This is an optimization exercise on Yosys and OpenROAD, whose aim is small area, not a production implementation. Where RTL was checked, it was by simulation tests only, not by an equivalence proof against the original. Power figures rest on the tool's default switching activity, not on a simulated workload.

Design api_extension, start of the top module:
module api_extension(
                     input wire           clk,
                     input wire           reset,
                     input wire [1 : 0]   command,
                     output wire [1 : 0]  status,
                     input wire [31 : 0]  address,
                     input wire [31 : 0]  write_data,
                     output wire [31 : 0] read_data,
                     output wire          nts_cs,
                     output wire          nts_we,
                     output wire [23 : 0] nts_address,
                     output wire [31 : 0] nts_write_data,
                     input wire  [31 : 0] nts_read_data,
                     input wire           nts_ready,
                     output wire          pp_cs,
                     output wire          pp_we,
                     output wire [23 : 0] pp_address,
                     output wire [31 : 0] pp_write_data,
                     input wire  [31 : 0] pp_read_data,
                     input wire           pp_ready,
                     output wire          dp_cs,
                     output wire          dp_we,
                     output wire [23 : 0] dp_address,
                     output wire [31 : 0] dp_write_data,
                     input wire  [31 : 0] dp_read_data,
                     input wire           dp_ready,
                     output wire          merge_cs,
                     output wire          merge_we,
                     output wire [7 : 0]  merge_address,
                     output wire [31 : 0] merge_write_data,
                     input wire  [31 : 0] merge_read_data,
                     input wire           merge_ready,
  ...
export LEC_CHECK = 0
export CAP_MARGIN = 20
export CORE_ASPECT_RATIO = 0.25
export CORE_MARGIN = 2
export CORE_UTILIZATION = 55
export SLEW_MARGIN = 20
create_clock -name core_clock -period 5.0 [get_ports {clk}]
standard.sh (not shown) runs the stock make flow with config.mk's settings and CLKGATE_MAP_FILE= SYNTH_SCRIPT=/design/flow/synth_recipe.tcl, a recipe that flattens the netlist after the stock synthesis.
==> flow/flow/run.sh <==
#!/bin/bash
set -euo pipefail
bash standard.sh \
  'BUFFER_PORTS_ARGS=-buffer_cell sky130_fd_sc_hd__buf_1' \
  'CTS_ARGS=-sink_clustering_enable -repair_clock_nets -dont_use_dummy_load -buf_list {sky130_fd_sc_hd__clkbuf_4}' \
  finish > standard.log 2>&1
The baseline finished with timing, DRC and antenna clean.
==> next run, changes <==
==> flow/flow/run.sh (replaced) <==
#!/bin/bash
set -euo pipefail
bash standard.sh \
  'BUFFER_PORTS_ARGS=-buffer_cell sky130_fd_sc_hd__buf_1' \
  'CTS_ARGS=-sink_clustering_enable -repair_clock_nets -dont_use_dummy_load -buf_list {sky130_fd_sc_hd__clkbuf_4 sky130_fd_sc_hd__clkbuf_8}' \
  finish > standard.log 2>&1
=> The new run finished clean. Worst setup slack is about the same. Global-route usage hardly moves. Clock-buffer cell count does not change. Sequential power is about the same. Synthesized area is unchanged.
==> next run, changes <==
- CORE_UTILIZATION: 55 -> 60
Sequential power hardly moves; area after synthesis stays the same; wire length rose by 7.7%; die area went down by 8.0%; first-iteration DRC count rose by 23%; register-to-register slack stays flat.

The RTL this note starts from:
==> flow/design.v <==
module api_extension(
                     input wire           clk,
                     input wire           reset,
                     input wire [1 : 0]   command,
                     output wire [1 : 0]  status,
                     input wire [31 : 0]  address,
                     input wire [31 : 0]  write_data,
                     output wire [31 : 0] read_data,
                     output wire          nts_cs,
                     output wire          nts_we,
                     output wire [23 : 0] nts_address,
                     output wire [31 : 0] nts_write_data,
                     input wire  [31 : 0] nts_read_data,
                     input wire           nts_ready,
                     output wire          pp_cs,
                     output wire          pp_we,
                     output wire [23 : 0] pp_address,
                     output wire [31 : 0] pp_write_data,
                     input wire  [31 : 0] pp_read_data,
                     input wire           pp_ready,
                     output wire          dp_cs,
                     output wire          dp_we,
                     output wire [23 : 0] dp_address,
                     output wire [31 : 0] dp_write_data,
                     input wire  [31 : 0] dp_read_data,
                     input wire           dp_ready,
                     output wire          merge_cs,
                     output wire          merge_we,
                     output wire [7 : 0]  merge_address,
                     output wire [31 : 0] merge_write_data,
                     input wire  [31 : 0] merge_read_data,
                     input wire           merge_ready,
                     output wire          rosc_cs,
                     output wire          rosc_we,
                     output wire [7 : 0]  rosc_address,
                     output wire [31 : 0] rosc_write_data,
                     input wire  [31 : 0] rosc_read_data,
                     input wire           rosc_ready
                    );
  localparam CORE_NAME0       = 32'h6170692d;  
  localparam CORE_NAME1       = 32'h65787420;  
  localparam CORE_VERSION     = 32'h302e3232;  
  localparam ERROR_DATA       = 32'hdeaddead;
  reg          status_lo_reg;
  reg          status_hi_reg;
  reg [1 : 0]  phase_reg;
  reg          op_a_set_reg;
  reg          op_b_set_reg;
  reg [31 : 0] op_a_reg;
  reg [31 : 0] op_b_reg;
  reg [2 : 0]  carry_reg;
  reg [31 : 0] read_data_reg;
  wire       busy     = ~status_lo_reg;
  wire       cmd_act  = |command;
  wire       cmd_wr   = &command;
  wire [7:0] prefix   = address[31 : 24];
  wire [7:0] low      = address[7 : 0];
  wire hit_api   = prefix == 8'h00;
  wire hit_pp    = prefix == 8'h10;
  wire hit_nts   = prefix == 8'h20;
  wire hit_dp    = prefix == 8'h40;
  wire hit_merge = prefix == 8'h60;
  wire hit_rosc  = prefix == 8'hfe;
  wire hit_none  = ~(hit_api | hit_pp | hit_nts | hit_dp | hit_merge | hit_rosc);
  wire target_ready = (hit_pp    & pp_ready)    |
                      (hit_nts   & nts_ready)   |
                      (hit_dp    & dp_ready)    |
                      (hit_merge & merge_ready) |
                      (hit_rosc  & rosc_ready)  |
                      hit_api | hit_none;
  wire write_op_a = busy & cmd_wr & hit_api & (low == 8'h10);
  wire write_op_b = busy & cmd_wr & hit_api & (low == 8'h11);
  assign status           = {status_hi_reg, status_lo_reg};
  assign read_data        = read_data_reg;
  assign nts_cs           = busy & hit_nts;
  assign nts_we           = busy & hit_nts & cmd_wr;
  assign nts_address      = address[23 : 0];
  assign nts_write_data   = write_data;
  assign pp_cs            = busy & hit_pp;
  assign pp_we            = busy & hit_pp & cmd_wr;
  assign pp_address       = address[23 : 0];
  assign pp_write_data    = write_data;
  assign dp_cs            = busy & hit_dp;
  assign dp_we            = busy & hit_dp & cmd_wr;
  assign dp_address       = address[23 : 0];
  assign dp_write_data    = write_data;
  assign merge_cs         = busy & hit_merge;
  assign merge_we         = busy & hit_merge & cmd_wr;
  assign merge_address    = address[7 : 0];
  assign merge_write_data = write_data;
  assign rosc_cs          = busy & hit_rosc;
  assign rosc_we          = busy & hit_rosc & cmd_wr;
  assign rosc_address     = address[7 : 0];
  assign rosc_write_data  = write_data;
  wire [31 : 0] carry;
  wire [31 : 0] sum;
  assign carry[0]  = 1'b0;
  assign carry[8]  = carry_reg[0];
  assign carry[16] = carry_reg[1];
  assign carry[24] = carry_reg[2];
  wire gate_a = hit_api & op_a_set_reg & ((low == 8'h10) | (low == 8'h12));
  wire gate_b = hit_api & op_b_set_reg & ((low == 8'h11) | (low == 8'h12));
  wire [31 : 0] add_a = op_a_reg & {32{gate_a}};
  wire [31 : 0] add_b = op_b_reg & {32{gate_b}};
  genvar i;
  generate
    for (i = 0 ; i < 32 ; i = i + 1)
      begin : adder
        assign sum[i] = add_a[i] ^ add_b[i] ^ carry[i];
        if ((i % 8) != 7)
          assign carry[i + 1] = (add_a[i] & add_b[i]) | (add_a[i] & carry[i]) |
                                (carry[i] & add_b[i]);
      end
  endgenerate
  wire cout7  = (add_a[7]  & add_b[7])  | (carry[7]  & (add_a[7]  ^ add_b[7]));
  wire cout15 = (add_a[15] & add_b[15]) | (carry[15] & (add_a[15] ^ add_b[15]));
  wire cout23 = (add_a[23] & add_b[23]) | (carry[23] & (add_a[23] ^ add_b[23]));
  wire use_sum = hit_api & ((low == 8'h10) | (low == 8'h11) | (low == 8'h12));
  wire [31 : 0] read_data_new = {32{busy}} & (
    ({32{hit_pp}}    & pp_read_data)    |
    ({32{hit_nts}}   & nts_read_data)   |
    ({32{hit_dp}}    & dp_read_data)    |
    ({32{hit_merge}} & merge_read_data) |
    ({32{hit_rosc}}  & rosc_read_data)  |
    ({32{hit_none}}  & ERROR_DATA)      |
    ({32{use_sum}}   & sum)             |
    ({32{hit_api & (low == 8'h00)}} & CORE_NAME0)   |
    ({32{hit_api & (low == 8'h01)}} & CORE_NAME1)   |
    ({32{hit_api & (low == 8'h02)}} & CORE_VERSION));
  always @ (posedge clk)
    begin : data_update
      carry_reg <= {cout23, cout15, cout7};
      if (write_op_a)
        op_a_reg <= write_data;
      if (write_op_b)
        op_b_reg <= write_data;
      read_data_reg <= read_data_new | ({32{~busy}} & read_data_reg);
    end
  always @ (posedge clk or posedge reset)
    begin : ctrl_update
      if (reset)
        begin
          status_lo_reg <= 1'b1;
          status_hi_reg <= 1'b0;
          phase_reg     <= 2'h0;
          op_a_set_reg  <= 1'b0;
          op_b_set_reg  <= 1'b0;
        end
      else
        begin
          if (write_op_a)
            op_a_set_reg <= 1'b1;
          if (write_op_b)
            op_b_set_reg <= 1'b1;
          if (status_lo_reg)
            begin
              case (phase_reg)
                2'h0:
                  if (cmd_act)
                    phase_reg <= 2'h1;
                2'h1:
                  begin
                    status_lo_reg <= 1'b0;
                    phase_reg     <= 2'h0;
                  end
                2'h2:
                  if (!cmd_act)
                    phase_reg <= 2'h3;
                2'h3:
                  begin
                    status_hi_reg <= 1'b0;
                    phase_reg     <= cmd_act ? 2'h1 : 2'h0;
                  end
              endcase
            end
          else
            begin
              case (phase_reg)
                2'h0:
                  phase_reg <= 2'h1;
                2'h1, 2'h2:
                  phase_reg <= target_ready ? 2'h3 : 2'h2;
                2'h3:
                  begin
                    status_lo_reg <= 1'b1;
                    status_hi_reg <= hit_none;
                    phase_reg     <= 2'h2;
                  end
              endcase
            end
        end
    end
endmodule  
clock: 5.0 ns
lec_check: 0
cap_margin: 20
core_margin: 2
core_utilization: 40
cts_buf_list: sky130_fd_sc_hd__clkbuf_4
slew_margin: 20
==> flow/flow/run.sh <==
#!/bin/bash
# Standard layout, with buf_1 as the port buffer cell.
set -euo pipefail
bash standard.sh 'BUFFER_PORTS_ARGS=-buffer_cell sky130_fd_sc_hd__buf_1' finish > standard.log 2>&1
The starting point aborted during I/O pin placement, error PPL-0024.
==> next run, changes <==
==> flow/flow/run.sh (replaced) <==
#!/bin/bash
# Standard layout (the standard.sh) with three changes to how it is made:
# buf_1 as the port buffer cell, pins allowed on neighbouring tracks so a
# smaller die still holds all the ports, and a clock tree of small clock
# buffers without dummy loads.
set -euo pipefail
bash standard.sh \
  'BUFFER_PORTS_ARGS=-buffer_cell sky130_fd_sc_hd__buf_1' \
  'PLACE_PINS_ARGS=-min_distance 1 -min_distance_in_tracks' \
  'CTS_ARGS=-sink_clustering_enable -repair_clock_nets -dont_use_dummy_load -buf_list {sky130_fd_sc_hd__clkbuf_4 sky130_fd_sc_hd__clkbuf_8}' \
  finish > standard.log 2>&1
CORE_UTILIZATION = 65   (was 40)
CTS_BUF_LIST = not set   (was sky130_fd_sc_hd__clkbuf_4)
What happened:
- With this change the flow finished with timing, DRC and antenna clean
- area after synthesis does not change
- synthesized cell count is unchanged
Function was not checked in any run of this note: the RTL went through the layout flow alone.

static timing again, ports no longer ideal:
Ports are ideal in the flow. The routed layouts listed here were re-timed in OpenROAD. Step 1 assumes that a clkbuf_16 drives the clock port and a buf_2 every other input. Step 2 moves the port delays by t, midway between the first and last clock arrival at a register: inputs arrive t later, outputs are due t later. That takes back most of the time a late clock gives input paths. Three values: ideal ports, drivers, drivers and shift; two values: the first two.
run	shift t [ns]	slack for setup (ns)	worst register clock-pin slew, ns	worst slew at a driven data input, ns	pins driven straight from the clock port
the first run of note 1	0.576	0.518 / 0.518 / 0.518	0.13 / 0.13	0.22	1
the second run of note 1	0.475	0.516 / 0.516 / 0.516	0.08 / 0.08	0.22	1
the third run of note 1	0.486	0.530 / 0.530 / 0.530	0.08 / 0.08	0.21	1
the second run of note 2	0.395	0.071 / 0.062 / -0.333	0.10 / 0.10	0.20	1
Met with ideal ports but missed after step 2: setup timing in the second run of note 2. For the second run of note 2, which loses most, drivers alone change the setup slack by -0.009 ns; drivers and shift together by -0.404 ns.
